Background: an optimization exercise with open tools, aiming at small area. Do not read the settings as production practice.
The RTL was checked by simulation tests, not by an equivalence proof against the original design.
No run shown here takes its clock network from TritonCTS; it comes from the design's own scripts or RTL.
The clock input has no modelled driver; a real chip could not lean on it and would need a root buffer or a full tree.
No activity file was given, so power comes from the tool's default toggle rates.

==> design/flow/design.v <==
`timescale 1ns / 1ps
`default_nettype none
module uart_tx(
    input wire i_clk,
    input wire i_rst,
    input wire i_start,
    input wire [7:0] i_data,
    output reg o_tx,
    output reg o_busy
    );
    localparam [9:0] TICK_STATE = 10'b1000000010;
    localparam [9:0] POL        = 10'b1010101010;
    reg [9:0] bx;
    reg [3:0] ph;
    reg [7:0] hold;
    reg par;
    wire [3:0] nxt;
    wire idle, stopc, d7, isdata;
    wire [2:0] sel;
    wire [9:0] b = bx ^ POL;
    wire tick = (b == TICK_STATE);
    wire [9:0] b_next = {b[8:0], b[9] ^ b[2] ^ tick};
    assign nxt[0] = (~ph[0] & ph[3]) | (~ph[0] & i_start) | (~ph[0] & ~ph[1]) | (~ph[2] & ~ph[3] & i_start);
    assign nxt[1] = (ph[0] & ~ph[1]) | (~ph[0] & ph[1]);
    assign nxt[2] = (ph[0] & ph[1] & ~ph[2]) | (~ph[1] & ph[2]) | (~ph[0] & ph[2]) | (ph[0] & ~ph[1] & ~ph[3]);
    assign nxt[3] = (~ph[0] & ph[3]) | (~ph[1] & ph[3]) | (ph[1] & ~ph[2]) | (ph[0] & ph[1] & ~ph[3]);
    assign idle = (~ph[0] & ph[1] & ~ph[3]);
    assign stopc = (ph[0] & ph[1] & ~ph[3]);
    assign d7 = (~ph[0] & ~ph[2] & ~ph[3]);
    assign isdata = (ph[3]);
    assign sel[0] = (ph[0]);
    assign sel[1] = (ph[1]);
    assign sel[2] = (ph[2]);
    always @(posedge i_clk)
        bx <= (idle ? TICK_STATE : b_next) ^ POL;
    always @(posedge i_clk) begin
        if (i_rst)
            ph <= 4'd6;
        else if (tick || idle)
            ph <= nxt;
    end
    always @(posedge i_clk)
        if (tick && stopc)
            hold <= i_data;
    wire px = par ^ o_tx;
    always @(posedge i_clk)
        if (tick)
            par <= stopc ? 1'b0 : px;
    always @(posedge i_clk)
        o_busy <= !i_rst && !idle;
    always @(posedge i_clk) begin
        if (i_rst)
            o_tx <= 1'b1;
        else if (tick) begin
            if (isdata)
                o_tx <= hold[sel];
            else if (stopc)
                o_tx <= 1'b0;
            else if (d7)
                o_tx <= px;
            else
                o_tx <= 1'b1;
        end
    end
endmodule
==> design/flow/flow/run.sh <==
#!/bin/bash
# Own layout flow: the standard flow (standard.sh) with these changes.
# 1. Synthesis runs the standard script (synth_recipe.tcl) with an area-only
#    ABC mapping script (no buffering or upsizing) and without the half-adder
#    extraction step, through a copy of ORFS's scripts folder (SCRIPTS_DIR).
# 2. Port buffers are the smallest buffer cell, buf_1.
# 3. Clock tree: one clock buffer, driven by the clock port, drives every
#    register (manual_cts.tcl, in place of clock_tree_synthesis; the rest of
#    ORFS's cts step, timing repair and placement, runs as usual).
# Each step writes its full output to a log of its own in this folder.
set -euo pipefail
WORK=$(pwd)
rm -rf "$WORK/own_scripts"
cp -r "$FLOW_HOME/scripts" "$WORK/own_scripts"
cp "$WORK/flow/abc_area.script" "$WORK/own_scripts/abc_area.script"
cp "$WORK/flow/abc_area.script" "$WORK/own_scripts/abc_speed.script"
sed -i 's|^log_cmd clock_tree_synthesis .*$|source $::env(MANUAL_CTS_TCL)|' "$WORK/own_scripts/cts.tcl"
grep -q MANUAL_CTS_TCL "$WORK/own_scripts/cts.tcl"

ADDER_MAP_FILE= SCRIPTS_DIR="$WORK/own_scripts" \
  bash standard.sh synth > "$WORK/step1_synth.log" 2>&1
BUFFER_PORTS_ARGS="-buffer_cell sky130_fd_sc_hd__buf_1" \
  bash standard.sh floorplan place > "$WORK/step2_floorplan_place.log" 2>&1
SCRIPTS_DIR="$WORK/own_scripts" MANUAL_CTS_TCL="$WORK/flow/manual_cts.tcl" \
  MANUAL_CTS_PORT=i_clk MANUAL_CTS_BUF=sky130_fd_sc_hd__clkbuf_16 \
  bash standard.sh cts > "$WORK/step3_cts.log" 2>&1
bash standard.sh > "$WORK/step4_route_finish.log" 2>&1
==> design/flow/flow/abc_area.script <==
strash
dch -f
amap
topo
==> design/flow/flow/manual_cts.tcl <==
# Single clock buffer: the clock port drives one buffer, which drives every
# clock sink. Stands in for clock_tree_synthesis.
set mcts_block [ord::get_db_block]
set mcts_master [[ord::get_db] findMaster $::env(MANUAL_CTS_BUF)]
set mcts_clknet [[$mcts_block findBTerm $::env(MANUAL_CTS_PORT)] getNet]
set mcts_inst [odb::dbInst_create $mcts_block $mcts_master clkbuf_0_i_clk]
set mcts_net [odb::dbNet_create $mcts_block clknet_0_i_clk]
$mcts_net setSigType CLOCK
set sx 0; set sy 0; set n 0
foreach it [$mcts_clknet getITerms] {
  set i [$it getInst]
  lassign [$i getLocation] x y
  set sx [expr {$sx + $x}]; set sy [expr {$sy + $y}]; incr n
  $it disconnect
  $it connect $mcts_net
}
[$mcts_inst findITerm A] connect $mcts_clknet
[$mcts_inst findITerm X] connect $mcts_net
$mcts_inst setLocation [expr {$sx / $n}] [expr {$sy / $n}]
$mcts_inst setPlacementStatus PLACED
puts "manual CTS: $::env(MANUAL_CTS_BUF) drives $n clock sinks"
set_propagated_clock [all_clocks]
==> design/flow/standard.sh <==
#!/bin/bash
# synth_recipe.tcl (not shown) runs the flow's synth.tcl, then flattens the netlist and writes it again
# the make line also repeats each setting of config.mk as NAME=value (left out here)
make -C /OpenROAD-flow-scripts/flow DESIGN_CONFIG=/design/flow/config.mk WORK_HOME=/design/flow/orfs CLKGATE_MAP_FILE= SYNTH_SCRIPT=/design/flow/synth_recipe.tcl "${@:-finish}"
==> design/flow/config.mk <==
export PLATFORM = sky130hd
export DESIGN_NAME = uart_tx
export DESIGN_NICKNAME = uart_tx
export VERILOG_FILES = /design/flow/design.v
export SDC_FILE = /design/flow/constraint.sdc
export NUM_CORES = 4
export LEC_CHECK = 0
export CAP_MARGIN = 20
export CORE_AREA = 2.3 2.72 57.5 59.84
export DIE_AREA = 0 0 59.8 62.56
export PLACE_DENSITY = 0.6
export SLEW_MARGIN = 20
==> design/flow/constraint.sdc <==
create_clock -name core_clock -period 10.0 [get_ports {i_clk}]
set_input_delay 2.0000 -clock core_clock [delete_from_list [all_inputs] [get_ports {i_clk}]]
set_output_delay 2.0000 -clock core_clock [all_outputs]
set_load 0.01 [all_outputs]
==> results of run 1 <==
[worst register-to-register path, cell delays in order (launching register included)]
cell and delay [ps]:
dfxtp_1 320, or4b_1 520, nor4_1 650, nand2_1 160
nor2_1 480
[cells in the mapped netlist (all sizes together), types with 2 or more instances]
master / number / area (sq um)
a21oi: 4 / 20.0
a22oi: 3 / 22.5
o22ai: 5 / 31.3
edfxtp: 9 / 270
nand2: 3 / 11.3
a2111oi: 2 / 17.5
nor2: 23 / 86.3
o21ai: 4 / 20.0
clkinv: 7 / 26.3
nor4: 2 / 12.5
dfxtp: 16 / 320
[power by group through the flow]
stage,registers [mW],logic [mW],clock network [mW]
4_1_cts,0.158,0.105,0.0428
5_1_grt,0.163,0.120,0.0465
6_report,0.158,0.104,0.0401
2_1_floorplan,0.156,0.0813,0
3_5_place_dp,0.161,0.104,0
3_3_place_gp,0.161,0.103,0
[kinds of logic after synthesis]
family	after synthesis	share of synthesized area, %
simple gates	32	15.8
compound gates	22	15.8
buf+inv	7	2.91
flops	25	65.5
[per-layer routing]
metal / global-route usage [%] / share of wire, % / up-vias
met1: 11.3 / 46 / 274
li1: - / - / 338
met4: 0 / 0 / 0
met3: 0.414 / 5.4 / 0
met5: 0 / 0 / -
met2: 13.0 / 49 / 20
[metrics by stage]
step           setup slack, ps  instance area [sq um]  std cells  utilization (%)
4_1_cts                   7280                   1010        133             32.2
5_1_grt                   7250                   1010        133             32.2
3_5_place_dp              7450                    990        132             31.4
6_report                  7300                   1010        133             32.2
2_1_floorplan             7590                    902         86                -
3_3_place_gp              7450                    990        132             31.4
[state kept, by name (all words and copies together), names as in the netlist]
signal and cells:
bx 10, hold 8, ph 4, o_busy 1
o_tx 1, par 1
[cell type report]
cell class / count / share of cell area [%]
plain buffers: 1 / 2.47
well taps: 34 / 4.19
inverters: 7 / 2.59
flip-flops and latches: 25 / 58.2
repair buffers: 12 / 4.44
multi-input cells: 54 / 28.1
[worst max-delay path by stage]
| stage | start | endpoint | slack (ps) |
|---|---|---|---|
| 2_1_floorplan | i_start | ph[0] | 7590 |
| 3_3_place_gp | i_rst | o_tx | 7450 |
| 3_5_place_dp | i_rst | o_tx | 7450 |
| 4_1_cts | o_tx | o_tx | 7280 |
| 5_1_grt | o_tx | o_tx | 7250 |
| 6_report | o_tx | o_tx | 7300 |
==> results.toml, run 1 <==
[synth]
yosysWarnings = 1
syn-instance-count = 86
synth.distinct_cells = 19
ys_seq_elements = 25
syn_area_sq_um = 902
syn-num-nets = 97
postSynthAreaPerCell_sq_um = 10.5
yosysSeqAreaShare_pct = 65.5
synth_edf_count = 9
async_reset_ff_share_pct = 0
synth_ff_type = "dfxtp_1"

[detailed_routing]
vias = 632
drc = 0
ant_nets = 0
vias_per_cell = 4.75
drtIter0Drc = 25
firstDrtPassIters = 4
avgRoutedWirePerCell_microns = 10.1
drt-total-wl_microns = 1340

[worst_setup_path]
arrival_ps = 700
cp_slowest_stage_delay_ps = 390
required_ps = 8000
cp.depth = 1
r2r_setup_slack_ps = 7520
worstPathMaxFanout = 4
endpoint_kind = "primary output"
criticalPathCategory = "flip-flop to primary output"
path_cells = "buf_1"
rr_worst_depth = 4
critical_path.top_delay_family = "flip-flops"
r2r_start = "bx[1]"
cp_num_buf_inv = 1
r2r_end = "hold[0]"
start_kind = "flip-flop"
cpMaxStageDelayCell = "dfxtp_1"

[cells_and_area]
mostFrequentLayoutCells = "nor2_1 (23), dfxtp_1 (16), buf_1 (12)"
regArea_sq_um = 591
mostFrequentLayoutCell = "nor2_1"
antenna_cells = 0
syn2layout_area_growth_pct = 12.5
nFillCells = 325
nets = 112
multi_input_area_sq_um = 285
drive_gt1_share_pct = 1.01

[floorplan]
die_area_sq_um = 3740
initial_core_util_pct = 28.6
ioPinCount = 13
die_h_microns = 62.6
row_count = 21
core_sq_um = 3150
die_w_microns = 59.8

[power_and_ir_drop]
p_sw_uw = 111
power.clock.fraction_pct = 13.3
p_comb_share_pct = 34.4
power_frac_seq_pct = 52.3
p_sw_share_pct = 36.6
power_uw = 303
leakagePower_nw = 0.364
p_per_area_nw_per_um2 = 298
p_int_uw = 192
ir_drop_uv = 165

[global_route]
grt_pass1_vias = 569
grt_remaining_overflow = 0
grt_max_degree = 26
antenna_found_initial = 0
grt_pass1_wl_microns = 2410
grt_use_total_pct = 7.66

[hold_path]
worstHoldPathCells = 1
min_path_type = "flip-flop to flip-flop"
min_to = "bx[4]"
hp-start = "bx[3]"

[sta]
whs_ps = 408
fin_crit_sh_pct = 27.0
hold_violations = 0
min_period_ps = 2700
slew_headroom_pct = 48.8
fmax_ghz = 0.370
rsz0062_at_grt = "false"
drv_slew = 0
clock_skew_ps = 2.71
fin_tns_setup_ps = 0
max_slew.worst_pin.slew_ps = 760
final-setup-viol-count = 0

[cts]
postCtsResizedCells = 0
cts.hold.buffers_added = 0
insertion_delay_ps = 150
postCtsSetupBuffers = 0
clk_pin_slew_ps = 80

[placement]
place.gp.congestion = 0.790
port_buffers = 12
dp_hpwl_microns = 1090

[run_status]
status = "finished clean"

[run]
maxCapViolations = 0
==> run 2, diff against run 1 <==
--- a/design/flow/design.v
+++ b/design/flow/design.v
@@ -20,17 +20,13 @@
     wire [9:0] b = bx ^ POL;
     wire tick = (b == TICK_STATE);
     wire [9:0] b_next = {b[8:0], b[9] ^ b[2] ^ tick};
-    assign nxt[0] = (~ph[0] & ph[3]) | (~ph[0] & i_start) | (~ph[0] & ~ph[1]) | (~ph[2] & ~ph[3] & i_start);
-    assign nxt[1] = (ph[0] & ~ph[1]) | (~ph[0] & ph[1]);
-    assign nxt[2] = (ph[0] & ph[1] & ~ph[2]) | (~ph[1] & ph[2]) | (~ph[0] & ph[2]) | (ph[0] & ~ph[1] & ~ph[3]);
-    assign nxt[3] = (~ph[0] & ph[3]) | (~ph[1] & ph[3]) | (ph[1] & ~ph[2]) | (ph[0] & ph[1] & ~ph[3]);
-    assign idle = (~ph[0] & ph[1] & ~ph[3]);
-    assign stopc = (ph[0] & ph[1] & ~ph[3]);
-    assign d7 = (~ph[0] & ~ph[2] & ~ph[3]);
-    assign isdata = (ph[3]);
-    assign sel[0] = (ph[0]);
-    assign sel[1] = (ph[1]);
-    assign sel[2] = (ph[2]);
+    wire jump = !ph[3] && (ph[2] ^ ph[0]);    
+    assign nxt = jump ? {3'b011, i_start} : ph + 4'd1;
+    assign idle = !ph[3] && ph[2] && !ph[0];
+    assign stopc = !ph[3] && ph[2] && ph[0];
+    assign d7 = !ph[3] && !ph[2] && !ph[0];
+    assign isdata = ph[3];
+    assign sel = ph[2:0];
     always @(posedge i_clk)
         bx <= (idle ? TICK_STATE : b_next) ^ POL;
     always @(posedge i_clk) begin
==> results.toml, run 2 <==
[hold_path]
min_path_type = "flip-flop to flip-flop"

[synth]
async_reset_ff_share_pct = 0
yosysSeqAreaShare_pct = 67.5
postSynthAreaPerCell_sq_um = 10.8
syn-num-nets = 92
synth_top_area_share_pct = 36.6
synth_ff_type = "dfxtp_1"
synth_edf_count = 9
synthTopCellsByArea = "dfxtp_1 (37%), edfxtp_1 (31%), nor2_1 (6.9%), o21ai_0 (5.2%), a21oi_1 (2.9%)"
synth_commonest_cells = "dfxtp_1 (16), nor2_1 (16), edfxtp_1 (9), o21ai_0 (9), clkinv_1 (6)"
yosys.area.top_type = "dfxtp_1"
yosysWarnings = 1
syn-instance-count = 81
ys_seq_elements = 25
synth.distinct_cells = 18
syn_area_sq_um = 875

[cells_and_area]
top_regs = "bx (10), hold (8), ph (4)"
mostFrequentLayoutCells = "nor2_1 (16), dfxtp_1 (16), buf_1 (12)"
syn2layout_area_growth_pct = 12.9
largest-register = "bx"
nFillCells = 337
drive_gt1_share_pct = 1.06
largest_reg_flops = 10
nets = 107
antenna_cells = 0

[sta]
hold_violations = 0
drv_slew = 0
rsz0062_at_grt = "false"
clock_skew_ps = 6.01
slew_headroom_pct = 32.5
max_slew.worst_pin.slew_ps = 1000
fin_crit_sh_pct = 29.4
min_period_ps = 2940
fmax_ghz = 0.341
worst_slack_ps = 7060
final-setup-viol-count = 0
fin_tns_setup_ps = 0

[global_route]
antenna_found_initial = 0
grt_pass1_vias = 595
grt_use_total_pct = 7.97
grt_remaining_overflow = 0
grt_max_degree = 26
grt_pass1_wl_microns = 2520

[run_status]
status = "finished clean"

[detailed_routing]
vias_per_cell = 4.84
avgRoutedWirePerCell_microns = 11.8
dr_wl_met2_microns = 662
vias = 620
firstDrtPassIters = 4
wl_met1_microns = 758
drtIter0Drc = 21
ant_nets = 0
drc = 0
wl_met3_microns = 69
drt-total-wl_microns = 1510
top_layer = "met4"

[worst_setup_path]
worstPathMaxFanout = 8
arrival_ps = 2720
start_kind = "flip-flop"
endpoint_kind = "flip-flop"
required_ps = 9790
criticalPathCategory = "flip-flop to flip-flop"

[cts]
postCtsResizedCells = 0
postCtsSetupBuffers = 0
clk_pin_slew_ps = 90
cts.hold.buffers_added = 0
insertion_delay_ps = 160

[placement]
place.gp.congestion = 0.758
port_buffers = 12
dp_slack_ps = 7020
dp_hpwl_microns = 1140

[power_and_ir_drop]
leakagePower_nw = 0.339
p_per_area_nw_per_um2 = 315
ir_drop_uv = 89.9

[run]
maxCapViolations = 0

[floorplan]
die_area_sq_um = 3740
ioPinCount = 13
die_h_microns = 62.6
initial_core_util_pct = 27.7
row_count = 21
core_sq_um = 3150
die_w_microns = 59.8
==> run 2: changes by cell type in the layout (fill, tap and decap cells not counted), sizes merged, moves of 2 or more <==
cell | previous run | this run
nor2 | 23 | 16
a2111oi | 2 | 0
o22ai | 5 | 2
a211oi | 1 | 3
nor3 | 1 | 3
o21ai | 4 | 9
==> run 2: stage by stage <==
step	power, mW	cells	hold slack (ps)	utilization (%)	area (sq um)
5_1_grt	0.335	128	432	31.3	987
4_1_cts	0.311	128	416	31.3	987
3_3_place_gp	0.267	127	391	30.5	962
6_report	0.311	128	418	31.3	987
3_5_place_dp	0.269	127	401	30.5	962
2_1_floorplan	0.241	81	363	-	875
==> run 2: kinds of logic (layout without fill, tap and decap cells) <==
logic type	after synthesis	after routing	synth area share, %
buf+inv	6	19	2.57
flops	25	25	67.5
compound gates	25	25	17.5
simple gates	25	25	12.4
==> run 2: power by group <==
group	internal, mW	leakage, nW	total, mW	switching, mW
registers	0.136	0.213	0.157	0.0205
clock network	0.0184	0.0123	0.0423	0.0239
logic	0.0398	0.113	0.112	0.0723
total	0.195	0.339	0.311	0.117
==> run 2: final cells by class <==
cell class              count  area, sq um  area share (%)
flip-flops and latches     25          591            59.8
multi-input cells          50          262            26.5
repair buffers             12         45.0            4.56
well taps                  34         42.5            4.31
plain buffers               1         25.0            2.53
inverters                   6         22.5            2.28
==> run 2: routing by layer <==
layer,GRT usage (%),vias to the layer above
li1,-,323
met1,12.2,281
met2,12.2,14
met3,0.621,2
met4,1.39,0
met5,0,-
==> run 2: path summary, 6_finish.rpt <==
| kind | from | end | slack, ps | cells past startpoint |
|---|---|---|---|---|
| min reg2reg | bx[1] | bx[2] | 420 | 1 |
| max reg2reg | bx[2] | hold[4] | 7060 | 4 |
| max | bx[2] | hold[4] | 7060 | 4 |
| min | bx[1] | bx[2] | 420 | 1 |
==> run 2: worst max-delay path, cell delays in order, from the launching register on <==
cell and delay, ps:
dfxtp_1 340, or4_1 540, nor4_1 600, clkinv_1 230, nor3_1 850
==> run 3, diff against run 2 <==
==> design/flow/design.v (replaced) <==
`timescale 1ns / 1ps
`default_nettype none
module uart_tx(
    input wire i_clk,
    input wire i_rst,
    input wire i_start,
    input wire [7:0] i_data,
    output reg o_tx,
    output reg o_busy
    );
    localparam [9:0] RESTART    = 10'b0011101000;
    localparam [9:0] TICK_STATE = 10'b0011101001;
    localparam [9:0] POL        = 10'b1010101010;
    reg [9:0] bx;
    reg [3:0] ph;
    reg [7:1] hold;    
    reg par;           
    wire [9:0] b = bx ^ POL;
    wire tick = (b == TICK_STATE);
    wire [3:0] nxt;
    wire idle, stopc, usem;
    assign nxt[0] = (~ph[0] & ph[3]) | (~ph[0] & ph[1] & i_start);
    assign nxt[1] = (ph[0] & ~ph[1]) | (~ph[0] & ph[1]) | (~ph[0] & ~ph[3]);
    assign nxt[2] = (ph[0] & ph[1] & ~ph[2]) | (~ph[1] & ph[2]) | (~ph[0] & ph[2]) | (~ph[0] & ph[1] & ~ph[3]);
    assign nxt[3] = (ph[0] & ~ph[3]) | (~ph[0] & ph[3]) | (ph[0] & ~ph[2]) | (~ph[1] & ph[3]);
    assign idle = (~ph[0] & ph[2] & ~ph[3]);
    assign stopc = (ph[0] & ~ph[3]);
    assign usem = (~ph[1]) | (ph[3]);
    wire [7:0] bits = {hold, par};
    wire m = bits[ph[2:0]];
    always @(posedge i_clk)
        bx <= ((idle || tick) ? {RESTART[9:1], idle} : {b[8:0], b[9] ^ b[2]}) ^ POL;
    always @(posedge i_clk) begin
        if (i_rst)
            ph <= 4'd6;
        else if (tick || idle)
            ph <= nxt;
    end
    always @(posedge i_clk)
        if (tick && stopc)
            hold <= i_data[7:1];
    always @(posedge i_clk)
        if (tick && ph != 4'd8)
            par <= stopc ? i_data[0] : par ^ m;
    always @(posedge i_clk)
        o_busy <= !i_rst && !idle;
    always @(posedge i_clk) begin
        if (i_rst)
            o_tx <= 1'b1;
        else if (tick) begin
            if (usem)
                o_tx <= m;
            else
                o_tx <= !stopc;
        end
    end
endmodule
--- a/design/flow/flow/run.sh
+++ b/design/flow/flow/run.sh
@@ -19,9 +19,9 @@
 
 ADDER_MAP_FILE= SCRIPTS_DIR="$WORK/own_scripts" \
   bash standard.sh synth > "$WORK/step1_synth.log" 2>&1
-BUFFER_PORTS_ARGS="-buffer_cell sky130_fd_sc_hd__buf_1" \
+IO_CONSTRAINTS="$WORK/flow/io.tcl" BUFFER_PORTS_ARGS="-buffer_cell sky130_fd_sc_hd__buf_1" \
   bash standard.sh floorplan place > "$WORK/step2_floorplan_place.log" 2>&1
 SCRIPTS_DIR="$WORK/own_scripts" MANUAL_CTS_TCL="$WORK/flow/manual_cts.tcl" \
-  MANUAL_CTS_PORT=i_clk MANUAL_CTS_BUF=sky130_fd_sc_hd__clkbuf_16 \
+  MANUAL_CTS_PORT=i_clk MANUAL_CTS_BUF=sky130_fd_sc_hd__buf_8 \
   bash standard.sh cts > "$WORK/step3_cts.log" 2>&1
 bash standard.sh > "$WORK/step4_route_finish.log" 2>&1
==> design/flow/flow/io.tcl (new file) <==
# All ports on the bottom edge, so the cells (and the clock sinks) gather in
# one part of the core.
set_io_pin_constraint -region bottom:* -pin_names [concat [get_ports *]]
--- a/design/flow/config.mk
+++ b/design/flow/config.mk
@@ -8,5 +8,5 @@
 export CAP_MARGIN = 20
 export CORE_AREA = 2.3 2.72 57.5 59.84
 export DIE_AREA = 0 0 59.8 62.56
-export PLACE_DENSITY = 0.6
+export PLACE_DENSITY = 0.95
 export SLEW_MARGIN = 20
==> results.toml, run 3 <==
[sta]
fin_tns_setup_ps = 0
drv_slew = 0
whs_ps = 402
fin_crit_sh_pct = 26.5
max_slew.worst_pin.slew_ps = 595
slew_headroom_pct = 60.3
hold_violations = 0
min_period_ps = 2650
clock_skew_ps = 2.96
fmax_ghz = 0.377
final-setup-viol-count = 0
rsz0062_at_grt = "false"

[cells_and_area]
syn2layout_area_growth_pct = 12.1
largest-register = "bx"
largest_reg_flops = 10
nets = 107
stdcell_area_sq_um = 950
mostFrequentLayoutCells = "nor2_1 (18), dfxtp_1 (16), buf_1 (12)"
mostFrequentLayoutCell = "nor2_1"
top_regs = "bx (10), hold (7), ph (4)"
antenna_cells = 0
drive_gt1_share_pct = 1.06

[detailed_routing]
vias = 628
drt-total-wl_microns = 1490
vias_per_cell = 4.91
avgRoutedWirePerCell_microns = 11.7
firstDrtPassIters = 4
drtIter0Drc = 24
ant_nets = 0
drc = 0

[cts]
insertion_delay_ps = 140
postCtsSetupBuffers = 0
postCtsResizedCells = 0
cts.hold.buffers_added = 0
clk_pin_slew_ps = 120

[hold_path]
hp-start = "bx[5]"
worstHoldPathCells = 1
min_path_type = "flip-flop to flip-flop"
min_to = "bx[6]"

[global_route]
grt_remaining_overflow = 0
grt_max_degree = 25
grt_pass1_vias = 598
grt_pass1_wl_microns = 2620
grt_use_total_pct = 8.38
antenna_found_initial = 0

[synth]
synth_commonest_cells = "nor2_1 (18), dfxtp_1 (16), edfxtp_1 (8)"
async_reset_ff_share_pct = 0
synthTopCellsByArea = "dfxtp_1 (38%), edfxtp_1 (28%), nor2_1 (8.0%), o22ai_1 (3.7%), clkinv_1 (2.7%)"
syn_area_sq_um = 847
synth.most_common_cell = "nor2_1"
synth.distinct_cells = 20
synth_edf_count = 8
syn-num-nets = 92
postSynthAreaPerCell_sq_um = 10.5
ys_seq_elements = 24
yosys.area.top_type = "dfxtp_1"
yosysSeqAreaShare_pct = 66.2
synth_ff_type = "dfxtp_1"
syn-instance-count = 81
yosysWarnings = 1
synth_top_area_share_pct = 37.8

[power_and_ir_drop]
p_per_area_nw_per_um2 = 326
power_uw = 309
ir_drop_uv = 69.3
leakagePower_nw = 0.335

[floorplan]
die_w_microns = 59.8
die_h_microns = 62.6
core_sq_um = 3150
ioPinCount = 13
initial_core_util_pct = 26.9
die_area_sq_um = 3740
row_count = 21

[run]
maxCapViolations = 0

[worst_setup_path]
cpMaxStageDelayCell = "dfxtp_1"
rr_worst_depth = 7
r2r_start = "ph[0]"
required_ps = 8000
arrival_ps = 650
criticalPathCategory = "flip-flop to primary output"
worstPathMaxFanout = 2
cp_num_buf_inv = 1
start_kind = "flip-flop"
worstSetupStartpoint = "o_tx"
path_cells = "buf_1"
r2r_end = "par"
endpoint_kind = "primary output"
critical_path.top_delay_family = "flip-flops"
cp_slowest_stage_delay_ps = 360
r2r_setup_slack_ps = 8040

[placement]
place.gp.congestion = 0.948
post_dp_cell_area_sq_um = 935
dp_hpwl_microns = 1150
port_buffers = 12

[run_status]
status = "finished clean"
## run 3: how the worst max path moves through the flow
stage               endpoint  depth (start not counted)
floorplan              ph[0]                          2
global placement       ph[0]                          3
detailed placement     ph[0]                          3
CTS                     o_tx                          1
global route            o_tx                          1
finish                  o_tx                          1
## run 3: cell type report
class,count,area (sq um)
inverters,6,22.5
flip-flops and latches,24,561
plain buffers,1,15.0
fillers,326,2200
well taps,34,42.5
multi-input cells,51,264
repair buffers,12,45.0
## run 3: power breakdown
| group | total, mW | internal, mW | switching, mW | leakage [nW] |
|---|---|---|---|---|
| Sequential | 0.160 | 0.136 | 0.0242 | 0.205 |
| Combinational | 0.115 | 0.0434 | 0.0715 | 0.123 |
| Clock | 0.0342 | 0.0115 | 0.0227 | 0.00742 |
| Total | 0.309 | 0.191 | 0.118 | 0.335 |
## run 3: metrics by stage
step           std cells  utilization [%]  setup slack, ps
6_report             128             30.1             7350
5_1_grt              128             30.1             7300
4_1_cts              128             30.1             7340
3_5_place_dp         127             29.6             7480
3_3_place_gp         127             29.6             7500
2_1_floorplan         81                -             7590
## run 3: routing by layer
layer | vias to the layer above | wire length (microns) | global-route usage (%)
li1 | 320 | - | -
met1 | 287 | 633 | 11.8
met2 | 19 | 791 | 14.3
met3 | 2 | 48 | 0.207
met4 | 0 | 19 | 1.39
met5 | - | 0 | 0
## run 3: cells by family (layout without fill, tap and decap cells)
group	count (synthesis)	count (layout)	synth area share (%)
DFF	24	24	66.2
and+or+nand+nor	33	33	16.7
AOI/OAI and AO/OA	18	18	14.5
buffers and inverters	6	19	2.66
==> run 4, diff against run 3 <==
--- a/design/flow/config.mk
+++ b/design/flow/config.mk
@@ -8,5 +8,7 @@
 export CAP_MARGIN = 20
 export CORE_AREA = 2.3 2.72 57.5 59.84
 export DIE_AREA = 0 0 59.8 62.56
+export GPL_ROUTABILITY_DRIVEN = 0
+export GPL_TIMING_DRIVEN = 0
 export PLACE_DENSITY = 0.95
 export SLEW_MARGIN = 20
==> results.toml, run 4 <==
[sta]
final-setup-viol-count = 0
hold_violations = 0
drv_slew = 0
max_slew.worst_pin.slew_ps = 606
fmax_ghz = 0.377
min_period_ps = 2650
rsz0062_at_grt = "false"
slew_headroom_pct = 59.5
fin_tns_setup_ps = 0
fin_crit_sh_pct = 26.5
worst_slack_ps = 7350
clock_skew_ps = 3.14

[synth]
syn-num-nets = 92
yosysSeqAreaShare_pct = 66.2
syn_area_sq_um = 847
synth_edf_count = 8
synthTopCellsByArea = "dfxtp_1 (38%), edfxtp_1 (28%), nor2_1 (8.0%), o22ai_1 (3.7%), clkinv_1 (2.7%)"
synth_ff_type = "dfxtp_1"
synth_top_area_share_pct = 37.8
synthMuxAreaShare_pct = 0
postSynthAreaPerCell_sq_um = 10.5
synth_compound_area_share_pct = 14.5
syn-instance-count = 81
synth.most_common_cell = "nor2_1"
yosys.area_share.simple_pct = 16.7
synth.distinct_cells = 20
async_reset_ff_share_pct = 0
yosysWarnings = 1
yosys.area.top_type = "dfxtp_1"
synth_commonest_cells = "nor2_1 (18), dfxtp_1 (16), edfxtp_1 (8)"
yosys.area_share.xor_xnor_pct = 0
synth_top_family_by_area = "simple AND/OR/NAND/NOR gates"
ys_seq_elements = 24
synthAdderAreaFrac_pct = 0

[worst_setup_path]
r2r_start = "ph[0]"
critical_path.top_delay_family = "flip-flops"
r2r_setup_slack_ps = 8070
endpoint_kind = "primary output"
cp_num_buf_inv = 1
cpMaxStageDelayCell = "dfxtp_1"
arrival_ps = 650
path_cells = "buf_1"
criticalPathCategory = "flip-flop to primary output"
worstPathMaxFanout = 2
cp_slowest_stage_delay_ps = 360
r2r_end = "par"
rr_worst_depth = 7
start_kind = "flip-flop"
required_ps = 8000

[cells_and_area]
largest_reg_flops = 10
antenna_cells = 0
layout.cells.non_filler = 128
syn2layout_area_growth_pct = 12.1
stdcell_area_sq_um = 950
drive_gt1_share_pct = 1.06
mostFrequentLayoutCells = "nor2_1 (18), dfxtp_1 (16), buf_1 (12)"
nFillCells = 332
top_regs = "bx (10), hold (7), ph (4)"
nets = 107
mostFrequentLayoutCell = "nor2_1"
largest-register = "bx"

[global_route]
grt_pass1_vias = 577
grt_remaining_overflow = 0
grt_use_total_pct = 7.63
grt_pass1_wl_microns = 2370
grt_max_degree = 25
antenna_found_initial = 0

[detailed_routing]
drc = 0
avgRoutedWirePerCell_microns = 11.1
vias = 610
drt-total-wl_microns = 1430
drtIter0Drc = 17
firstDrtPassIters = 4
vias_per_cell = 4.77
ant_nets = 0

[floorplan]
die_h_microns = 62.6
die_area_sq_um = 3740
ioPinCount = 13
initial_core_util_pct = 26.9
die_w_microns = 59.8
row_count = 21
core_sq_um = 3150

[placement]
dp_slack_ps = 7430
post_dp_cell_area_sq_um = 935
dp_cells = 127
dp_hpwl_microns = 1100
port_buffers = 12

[hold_path]
min_path_type = "flip-flop to flip-flop"
worstHoldPathCells = 1
min_to = "bx[1]"
hp-start = "bx[0]"

[cts]
cts.hold.buffers_added = 0
insertion_delay_ps = 140
postCtsSetupBuffers = 0
postCtsResizedCells = 0
clk_pin_slew_ps = 120

[power_and_ir_drop]
ir_drop_uv = 76.7
p_sw_uw = 116
power.clock.fraction_pct = 10.9
p_comb_share_pct = 37.3
power_frac_seq_pct = 51.8
p_int_uw = 191
p_per_area_nw_per_um2 = 324
p_sw_share_pct = 37.9
leakagePower_nw = 0.335

[run]
maxCapViolations = 0

[run_status]
status = "finished clean"
==> run 4: cell counts after synthesis <==
No cell type changed its count.
==> run 4: power by group through the flow <==
stage               clock network (mW)  logic [mW]  registers [mW]
global route                    0.0378       0.131           0.163
detailed placement                   0       0.114           0.162
finish                          0.0335       0.115           0.159
global placement                     0       0.110           0.160
CTS                             0.0346       0.114           0.160
floorplan                            0      0.0884           0.158
==> run 4: logic make-up after synthesis <==
logic type	count (synthesis)
and+or+nand+nor	33
DFF	24
buffers and inverters	6
AOI/OAI and AO/OA	18
==> run 4: cell type report <==
type,instances,area [sq um],share of cell area [%]
Timing Repair Buffer,12,45.0,4.74
Multi-Input combinational cell,51,264,27.8
Sequential cell,24,561,59.0
Tap cell,34,42.5,4.48
Buffer,1,15.0,1.58
Inverter,6,22.5,2.37
==> run 4: worst max-delay path by stage <==
| stage | startpoint | end | slack [ps] | depth (start not counted) |
|---|---|---|---|---|
| after CTS | o_tx | o_tx | 7340 | 1 |
| final | o_tx | o_tx | 7350 | 1 |
| after detailed placement | i_rst | o_tx | 7430 | 3 |
| after global placement | i_rst | o_tx | 7460 | 3 |
| after global routing | o_tx | o_tx | 7310 | 1 |
| after floorplan | i_start | ph[0] | 7590 | 2 |
==> run 4: per-stage QoR <==
stage          total power [mW]  utilization, %  hold WS, ps
6_report                  0.308            30.1          395
5_1_grt                   0.333            30.1          417
4_1_cts                   0.309            30.1          398
3_5_place_dp              0.276            29.6          374
3_3_place_gp              0.270            29.6          363
2_1_floorplan             0.246               -          358
==> run 4: routing by layer <==
| layer | up-vias | part of all wire, % | global-route usage (%) |
|---|---|---|---|
| met5 | - | 0 | 0 |
| met4 | 0 | 1.3 | 0.833 |
| met3 | 2 | 0.56 | 0 |
| met2 | 4 | 52 | 14.3 |
| met1 | 287 | 46 | 9.87 |
| li1 | 317 | - | - |
==> run 5, diff against run 4 <==
--- a/design/flow/flow/run.sh
+++ b/design/flow/flow/run.sh
@@ -19,7 +19,7 @@
 
 ADDER_MAP_FILE= SCRIPTS_DIR="$WORK/own_scripts" \
   bash standard.sh synth > "$WORK/step1_synth.log" 2>&1
-IO_CONSTRAINTS="$WORK/flow/io.tcl" BUFFER_PORTS_ARGS="-buffer_cell sky130_fd_sc_hd__buf_1" \
+BUFFER_PORTS_ARGS="-buffer_cell sky130_fd_sc_hd__buf_1" \
   bash standard.sh floorplan place > "$WORK/step2_floorplan_place.log" 2>&1
 SCRIPTS_DIR="$WORK/own_scripts" MANUAL_CTS_TCL="$WORK/flow/manual_cts.tcl" \
   MANUAL_CTS_PORT=i_clk MANUAL_CTS_BUF=sky130_fd_sc_hd__buf_8 \
--- a/design/flow/config.mk
+++ b/design/flow/config.mk
@@ -8,7 +8,5 @@
 export CAP_MARGIN = 20
 export CORE_AREA = 2.3 2.72 57.5 59.84
 export DIE_AREA = 0 0 59.8 62.56
-export GPL_ROUTABILITY_DRIVEN = 0
-export GPL_TIMING_DRIVEN = 0
 export PLACE_DENSITY = 0.95
 export SLEW_MARGIN = 20
removed: design/flow/flow/io.tcl
==> results.toml, run 5 <==
[worst_setup_path]
path_cells = "buf_1"
r2r_setup_slack_ps = 8100
rr_worst_depth = 7
r2r_end = "par"
endpoint_kind = "primary output"
cpMaxStageDelayCell = "dfxtp_1"
arrival_ps = 680
criticalPathCategory = "flip-flop to primary output"
cp_num_buf_inv = 1
required_ps = 8000
start_kind = "flip-flop"
r2r_start = "ph[0]"
critical_path.top_delay_family = "flip-flops"
worstPathMaxFanout = 2
cp_slowest_stage_delay_ps = 350

[placement]
port_buffers = 12
place.gp.congestion = 0.748
dp_hpwl_microns = 1120
post_dp_cell_area_sq_um = 935
dp_slack_ps = 7450

[synth]
synth_top_area_share_pct = 37.8
synth_commonest_cells = "nor2_1 (18), dfxtp_1 (16), edfxtp_1 (8)"
syn_area_sq_um = 847
syn-num-nets = 92
synthTopCellsByArea = "dfxtp_1 (38%), edfxtp_1 (28%), nor2_1 (8.0%), o22ai_1 (3.7%), clkinv_1 (2.7%)"
synth_edf_count = 8
yosys.area.top_type = "dfxtp_1"
yosysWarnings = 1
synth_ff_type = "dfxtp_1"
syn-instance-count = 81
synth.distinct_cells = 20
async_reset_ff_share_pct = 0
postSynthAreaPerCell_sq_um = 10.5
ys_seq_elements = 24
synth.most_common_cell = "nor2_1"
yosysSeqAreaShare_pct = 66.2

[power_and_ir_drop]
leakagePower_nw = 0.335
power.clock.fraction_pct = 11.4
p_int_uw = 191
p_per_area_nw_per_um2 = 327
p_sw_uw = 119
p_comb_share_pct = 37.0
ir_drop_uv = 135
p_sw_share_pct = 38.5
power_frac_seq_pct = 51.6

[detailed_routing]
vias = 622
firstDrtPassIters = 4
avgRoutedWirePerCell_microns = 11.4
ant_nets = 0
drc = 0
drt-total-wl_microns = 1460
vias_per_cell = 4.86
drtIter0Drc = 20

[cells_and_area]
mostFrequentLayoutCell = "nor2_1"
antenna_cells = 0
stdcell_area_sq_um = 950
largest_reg_flops = 10
syn2layout_area_growth_pct = 12.1
nFillCells = 333
drive_gt1_share_pct = 1.06
nets = 107
top_regs = "bx (10), hold (7), ph (4)"
largest-register = "bx"
mostFrequentLayoutCells = "nor2_1 (18), dfxtp_1 (16), buf_1 (12)"

[sta]
drv_slew = 0
fmax_ghz = 0.373
final-setup-viol-count = 0
worst_slack_ps = 7320
fin_tns_setup_ps = 0
slew_headroom_pct = 58.0
fin_crit_sh_pct = 26.8
hold_violations = 0
max_slew.worst_pin.slew_ps = 629
min_period_ps = 2680
rsz0062_at_grt = "false"
clock_skew_ps = 4.09

[global_route]
grt_use_total_pct = 8.22
grt_remaining_overflow = 0
grt_max_degree = 25
grt_pass1_wl_microns = 2610
grt_pass1_vias = 603
antenna_found_initial = 0

[hold_path]
worstHoldPathCells = 1
min_path_type = "flip-flop to flip-flop"
hp-start = "bx[5]"
min_to = "bx[6]"

[floorplan]
row_count = 21
die_w_microns = 59.8
ioPinCount = 13
die_area_sq_um = 3740
initial_core_util_pct = 26.9
core_sq_um = 3150
die_h_microns = 62.6

[run_status]
status = "finished clean"

[cts]
cts.hold.buffers_added = 0
postCtsSetupBuffers = 0
postCtsResizedCells = 0
insertion_delay_ps = 150
clk_pin_slew_ps = 130

[run]
maxCapViolations = 0
-- run 5: kinds of logic (layout without fill, tap and decap cells) --
| kind of cell | after synthesis | count (layout) | share of synthesized area (%) |
|---|---|---|---|
| DFF | 24 | 24 | 66.2 |
| AOI/OAI and AO/OA | 18 | 18 | 14.5 |
| buffers and inverters | 6 | 19 | 2.66 |
| and+or+nand+nor | 33 | 33 | 16.7 |
-- run 5: worst max path at each step --
stage | start | slack (ps) | depth (start not counted) | endpoint
floorplan | i_start | 7590 | 2 | ph[0]
global placement | i_start | 7510 | 3 | ph[0]
detailed placement | i_rst | 7450 | 3 | o_tx
CTS | o_tx | 7330 | 1 | o_tx
global route | o_tx | 7300 | 1 | o_tx
finish | o_tx | 7320 | 1 | o_tx
-- run 5: worst register-to-register path, cell delays in order (launching register included) --
cell	delay [ps]
dfxtp_1	550
clkinv_1	300
a22oi_1	230
o22ai_1	90
o22ai_1	250
nor2_1	70
a21oi_1	110
a21oi_1	70
-- run 5: metal layers --
metal / vias up / part of all wire, % / track usage (%)
met5: - / 0 / 0
met1: 291 / 48 / 12.4
met3: 2 / 4.0 / 0.414
met2: 13 / 46 / 13.2
met4: 0 / 1.3 / 1.11
li1: 316 / - / -
-- run 5: final cells by class --
class	count	area [sq um]	share of cell area, %
multi-input combinational	51	264	27.8
tap	34	42.5	4.48
timing repair buffer	12	45.0	4.74
inverter	6	22.5	2.37
buffer	1	15.0	1.58
sequential	24	561	59.0
-- run 5: power by group through the flow --
stage               combinational (mW)  clock, mW  sequential, mW
global placement                 0.111          0           0.160
finish                           0.115     0.0355           0.160
CTS                              0.115     0.0362           0.160
detailed placement               0.114          0           0.163
floorplan                       0.0884          0           0.158
global route                     0.134     0.0387           0.164
-- run 5: through the flow --
step	util (%)	power [mW]	hold slack [ps]	cells
6_report	30.1	0.311	394	128
5_1_grt	30.1	0.336	411	128
4_1_cts	30.1	0.311	399	128
3_5_place_dp	29.6	0.277	369	127
3_3_place_gp	29.6	0.271	363	127
2_1_floorplan	-	0.246	358	81
==> run 6, diff against run 5 <==
==> design/flow/flow/run.sh (replaced) <==
#!/bin/bash
# Own layout flow: the standard flow (standard.sh) with these changes.
# 1. Synthesis runs the standard script (synth_recipe.tcl) without the
#    half-adder extraction step and with area-only ABC mapping scripts (no
#    buffering or upsizing), through a copy of ORFS's scripts folder
#    (SCRIPTS_DIR). It is run once with each script in flow/abc/, and the
#    netlist with the smallest cell area is kept.
# 2. All ports on the bottom edge (io.tcl); port buffers are buf_1.
# 3. Clock: one buffer, driven by the clock port, drives every register
#    (manual_cts.tcl, in place of clock_tree_synthesis; the rest of ORFS's
#    cts step, timing repair and placement, runs as usual).
# Each step writes its full output to a log of its own in this folder.
set -euo pipefail
WORK=$(pwd)
CLKBUF=sky130_fd_sc_hd__buf_8
rm -rf "$WORK/own_scripts"
cp -r "$FLOW_HOME/scripts" "$WORK/own_scripts"
sed -i 's|^log_cmd clock_tree_synthesis .*$|source $::env(MANUAL_CTS_TCL)|' "$WORK/own_scripts/cts.tcl"
grep -q MANUAL_CTS_TCL "$WORK/own_scripts/cts.tcl"

STAT="orfs/reports/$FLOW_PLATFORM/uart_tx/base/synth_stat.txt"
best=""
best_area=""
for s in "$WORK"/flow/abc/*.script; do
  name=$(basename "$s" .script)
  cp "$s" "$WORK/own_scripts/abc_area.script"
  cp "$s" "$WORK/own_scripts/abc_speed.script"
  rm -rf "$WORK/orfs"
  if ADDER_MAP_FILE= SCRIPTS_DIR="$WORK/own_scripts" \
      bash standard.sh synth > "$WORK/step1_synth_$name.log" 2>&1; then
    area=$(awk '/Chip area/ {print $NF}' "$WORK/$STAT")
    echo "synthesis with $name: cell area $area" | tee -a "$WORK/step1_synth_summary.log"
    if [[ -z "$best" ]] || awk -v a="$area" -v b="$best_area" 'BEGIN {exit !(a < b)}'; then
      best=$name; best_area=$area
      rm -rf "$WORK/orfs_best"; mv "$WORK/orfs" "$WORK/orfs_best"
    fi
  fi
done
[[ -n "$best" ]]
echo "kept: $best ($best_area)" | tee -a "$WORK/step1_synth_summary.log"
rm -rf "$WORK/orfs"; mv "$WORK/orfs_best" "$WORK/orfs"

IO_CONSTRAINTS="$WORK/flow/io.tcl" BUFFER_PORTS_ARGS="-buffer_cell sky130_fd_sc_hd__buf_1" \
  bash standard.sh floorplan place > "$WORK/step2_floorplan_place.log" 2>&1
SCRIPTS_DIR="$WORK/own_scripts" MANUAL_CTS_TCL="$WORK/flow/manual_cts.tcl" \
  MANUAL_CTS_PORT=i_clk MANUAL_CTS_BUF=$CLKBUF \
  bash standard.sh cts > "$WORK/step3_cts.log" 2>&1
bash standard.sh > "$WORK/step4_route_finish.log" 2>&1
==> design/flow/flow/abc/amap.script (new file) <==
strash
dch -f
amap
topo
==> design/flow/flow/abc/amap_f4a10.script (new file) <==
strash
dch -f
amap -F 4 -A 10
topo
==> design/flow/flow/abc/amap_twice.script (new file) <==
strash
dch -f
amap -F 4 -A 10
strash
dch -f
amap -F 4 -A 10
topo
==> design/flow/flow/abc/dc2_amap.script (new file) <==
strash
dc2
dch -f
amap
topo
==> design/flow/flow/abc/map_a.script (new file) <==
strash
dch -f
map -a
topo
==> design/flow/flow/abc/resyn2_amap.script (new file) <==
strash
balance
rewrite
refactor
balance
rewrite
rewrite -z
balance
refactor -z
rewrite -z
balance
dch -f
amap
topo
==> design/flow/flow/io.tcl (new file) <==
# All ports on the bottom edge, so the cells (and the clock sinks) gather in
# one part of the core.
set_io_pin_constraint -region bottom:* -pin_names [concat [get_ports *]]
--- a/design/flow/config.mk
+++ b/design/flow/config.mk
@@ -8,5 +8,7 @@
 export CAP_MARGIN = 20
 export CORE_AREA = 2.3 2.72 57.5 59.84
 export DIE_AREA = 0 0 59.8 62.56
+export GPL_ROUTABILITY_DRIVEN = 0
+export GPL_TIMING_DRIVEN = 0
 export PLACE_DENSITY = 0.95
 export SLEW_MARGIN = 20
removed: design/flow/flow/abc_area.script
==> results.toml, run 6 <==
[run_status]
status = "finished clean"

[global_route]
grt_use_total_pct = 7.76
antenna_found_initial = 0
grt_pass1_vias = 556
grt_max_degree = 25
grt_remaining_overflow = 0
grt_pass1_wl_microns = 2370

[sta]
fin_tns_setup_ps = 0
fmax_ghz = 0.380
hold_violations = 0
min_period_ps = 2630
drv_slew = 0
worst_slack_ps = 7370
slew_headroom_pct = 57.5
rsz0062_at_grt = "false"
clock_skew_ps = 2.41
whs_ps = 398
fin_crit_sh_pct = 26.3
final-setup-viol-count = 0
max_slew.worst_pin.slew_ps = 635

[synth]
ys_seq_elements = 24
synth_top_area_share_pct = 38.2
postSynthAreaPerCell_sq_um = 10.5
yosys.area_share.xor_xnor_pct = 0
synth_edf_count = 8
synth_ff_type = "dfxtp_1"
async_reset_ff_share_pct = 0
yosysSeqAreaShare_pct = 66.9
yosys.area.top_type = "dfxtp_1"
synth_compound_area_share_pct = 14.0
synth_top_family_by_area = "simple AND/OR/NAND/NOR gates"
synth.most_common_cell = "nor2_1"
synthAdderAreaFrac_pct = 0
yosys.area_share.simple_pct = 15.5
syn-num-nets = 91
synthMuxAreaShare_pct = 0
synth_commonest_cells = "nor2_1 (17), dfxtp_1 (16), clkinv_1 (8), edfxtp_1 (8)"
syn-instance-count = 80
synth.distinct_cells = 19
synthTopCellsByArea = "dfxtp_1 (38%), edfxtp_1 (29%), nor2_1 (7.6%), clkinv_1 (3.6%), nand3_1 (3.0%)"
syn_area_sq_um = 838
yosysWarnings = 1

[placement]
post_dp_cell_area_sq_um = 926
dp_hpwl_microns = 1120
dp_slack_ps = 7460
dp_cells = 126
port_buffers = 12

[worst_setup_path]
r2r_start = "ph[0]"
rr_worst_depth = 8
required_ps = 8000
critical_path.top_delay_family = "flip-flops"
r2r_end = "par"
cp_slowest_stage_delay_ps = 350
critPathCapture = "o_tx"
start_kind = "flip-flop"
worstPathMaxFanout = 2
arrival_ps = 630
worstSetupStartpoint = "o_tx"
endpoint_kind = "primary output"
path_cells = "buf_1"
cpMaxStageDelayCell = "dfxtp_1"
cp.depth = 1
cp_num_buf_inv = 1
criticalPathCategory = "flip-flop to primary output"
r2r_setup_slack_ps = 8030

[cells_and_area]
largest-register = "bx"
fin_util_pct = 29.8
nFillCells = 325
layout.cells.non_filler = 127
mostFrequentLayoutCell = "nor2_1"
stdcell_area_sq_um = 941
syn2layout_area_growth_pct = 12.2
drive_gt1_share_pct = 1.08
antenna_cells = 0
nets = 106
mostFrequentLayoutCells = "nor2_1 (17), dfxtp_1 (16), buf_1 (12)"
largest_reg_flops = 10
top_regs = "bx (10), hold (7), ph (4)"

[detailed_routing]
drc = 0
ant_nets = 0
drtIter0Drc = 9
firstDrtPassIters = 3
drt-total-wl_microns = 1400
vias_per_cell = 4.69
avgRoutedWirePerCell_microns = 11.0
vias = 596

[floorplan]
ioPinCount = 13
die_h_microns = 62.6
core_sq_um = 3150
row_count = 21
initial_core_util_pct = 26.6
die_w_microns = 59.8
die_area_sq_um = 3740

[power_and_ir_drop]
leakagePower_nw = 0.327
ir_drop_uv = 68.2
power_uw = 274
p_per_area_nw_per_um2 = 291

[hold_path]
min_path_type = "flip-flop to flip-flop"

[cts]
postCtsSetupBuffers = 0
insertion_delay_ps = 140
postCtsResizedCells = 0
cts.hold.buffers_added = 0
clk_pin_slew_ps = 110

[run]
maxCapViolations = 0
run 6: cell count changes after synthesis, moves of 2 or more:
cell,delta
clkinv_1,+2
o21ai_0,+4
nand3_1,+2
o22ai_1,-5
o221ai_1,+2
nor3_1,-2
run 6: logic make-up (layout without fill, tap and decap cells):
group,count (synthesis),after routing
compound gates,17,17
buf+inv,8,21
flops,24,24
simple gates,31,31
run 6: report_power, final:
group	internal, mW	leakage, nW	switching (mW)
combinational	0.0342	0.115	0.0584
clock	0.0115	0.00742	0.0213
sequential	0.131	0.204	0.0175
run 6: worst min path at each step:
stage,cells past startpoint,startpoint,end
finish,1,bx[8],bx[9]
detailed placement,1,bx[8],bx[9]
global placement,1,bx[8],bx[9]
floorplan,1,bx[8],bx[9]
global route,1,bx[8],bx[9]
CTS,1,bx[8],bx[9]
run 6: worst reg2reg max path: stages (launching register included):
cell	delay (ps)
dfxtp_1	420
clkinv_1	270
nor2_1	230
clkinv_1	130
o221ai_1	180
o21ai_0	140
nand2_1	90
o21ai_0	80
o22a_1	200
run 6: layout make-up:
class | count | area, sq um | share of cell area [%]
Sequential cell | 24 | 561 | 59.6
Multi-Input combinational cell | 48 | 248 | 26.3
Timing Repair Buffer | 12 | 45.0 | 4.79
Tap cell | 34 | 42.5 | 4.52
Inverter | 8 | 30.0 | 3.19
Buffer | 1 | 15.0 | 1.60
run 6: per-layer routing:
metal | vias up | track usage (%) | part of all wire, %
met2 | 4 | 13.7 | 53
met5 | - | 0 | 0
met3 | 4 | 0 | 0.14
met4 | 0 | 2.22 | 3.7
met1 | 277 | 10.1 | 43
li1 | 311 | - | -

## re-timing with driven ports
The flow's constraints put no driver on any port. The routed layouts listed below were extracted and timed again, unchanged, in two steps. Step 1 sets driving cells, clkbuf_16 on the clock port and buf_2 on the other inputs (assumed; they add their load-dependent delay and slew). Step 2 adds t to the input delays and takes it off the output delays; t is the mean of the earliest and latest rising clock arrival at the registers after step 1. Input paths then give back, and output paths get back, about the clock's delay inside the block. Three values: no drivers, after step 1, after step 2; two values: the first two.
| run | t, ns | setup slack, ns | slew at the worst register clock pin (ns) |
|---|---|---|---|
| run 1 | 0.170 | 7.300 / 7.277 / 7.444 | 0.09 / 0.08 |
| run 2 | 0.179 | 7.063 / 7.063 / 7.063 | 0.09 / 0.09 |
| run 3 | 0.169 | 7.348 / 7.321 / 7.469 | 0.12 / 0.12 |
| run 4 | 0.164 | 7.349 / 7.324 / 7.408 | 0.12 / 0.12 |
| run 5 | 0.171 | 7.321 / 7.296 / 7.421 | 0.13 / 0.13 |
| run 6 | 0.162 | 7.366 / 7.340 / 7.458 | 0.11 / 0.11 |
After both steps every run listed still meets setup and hold.
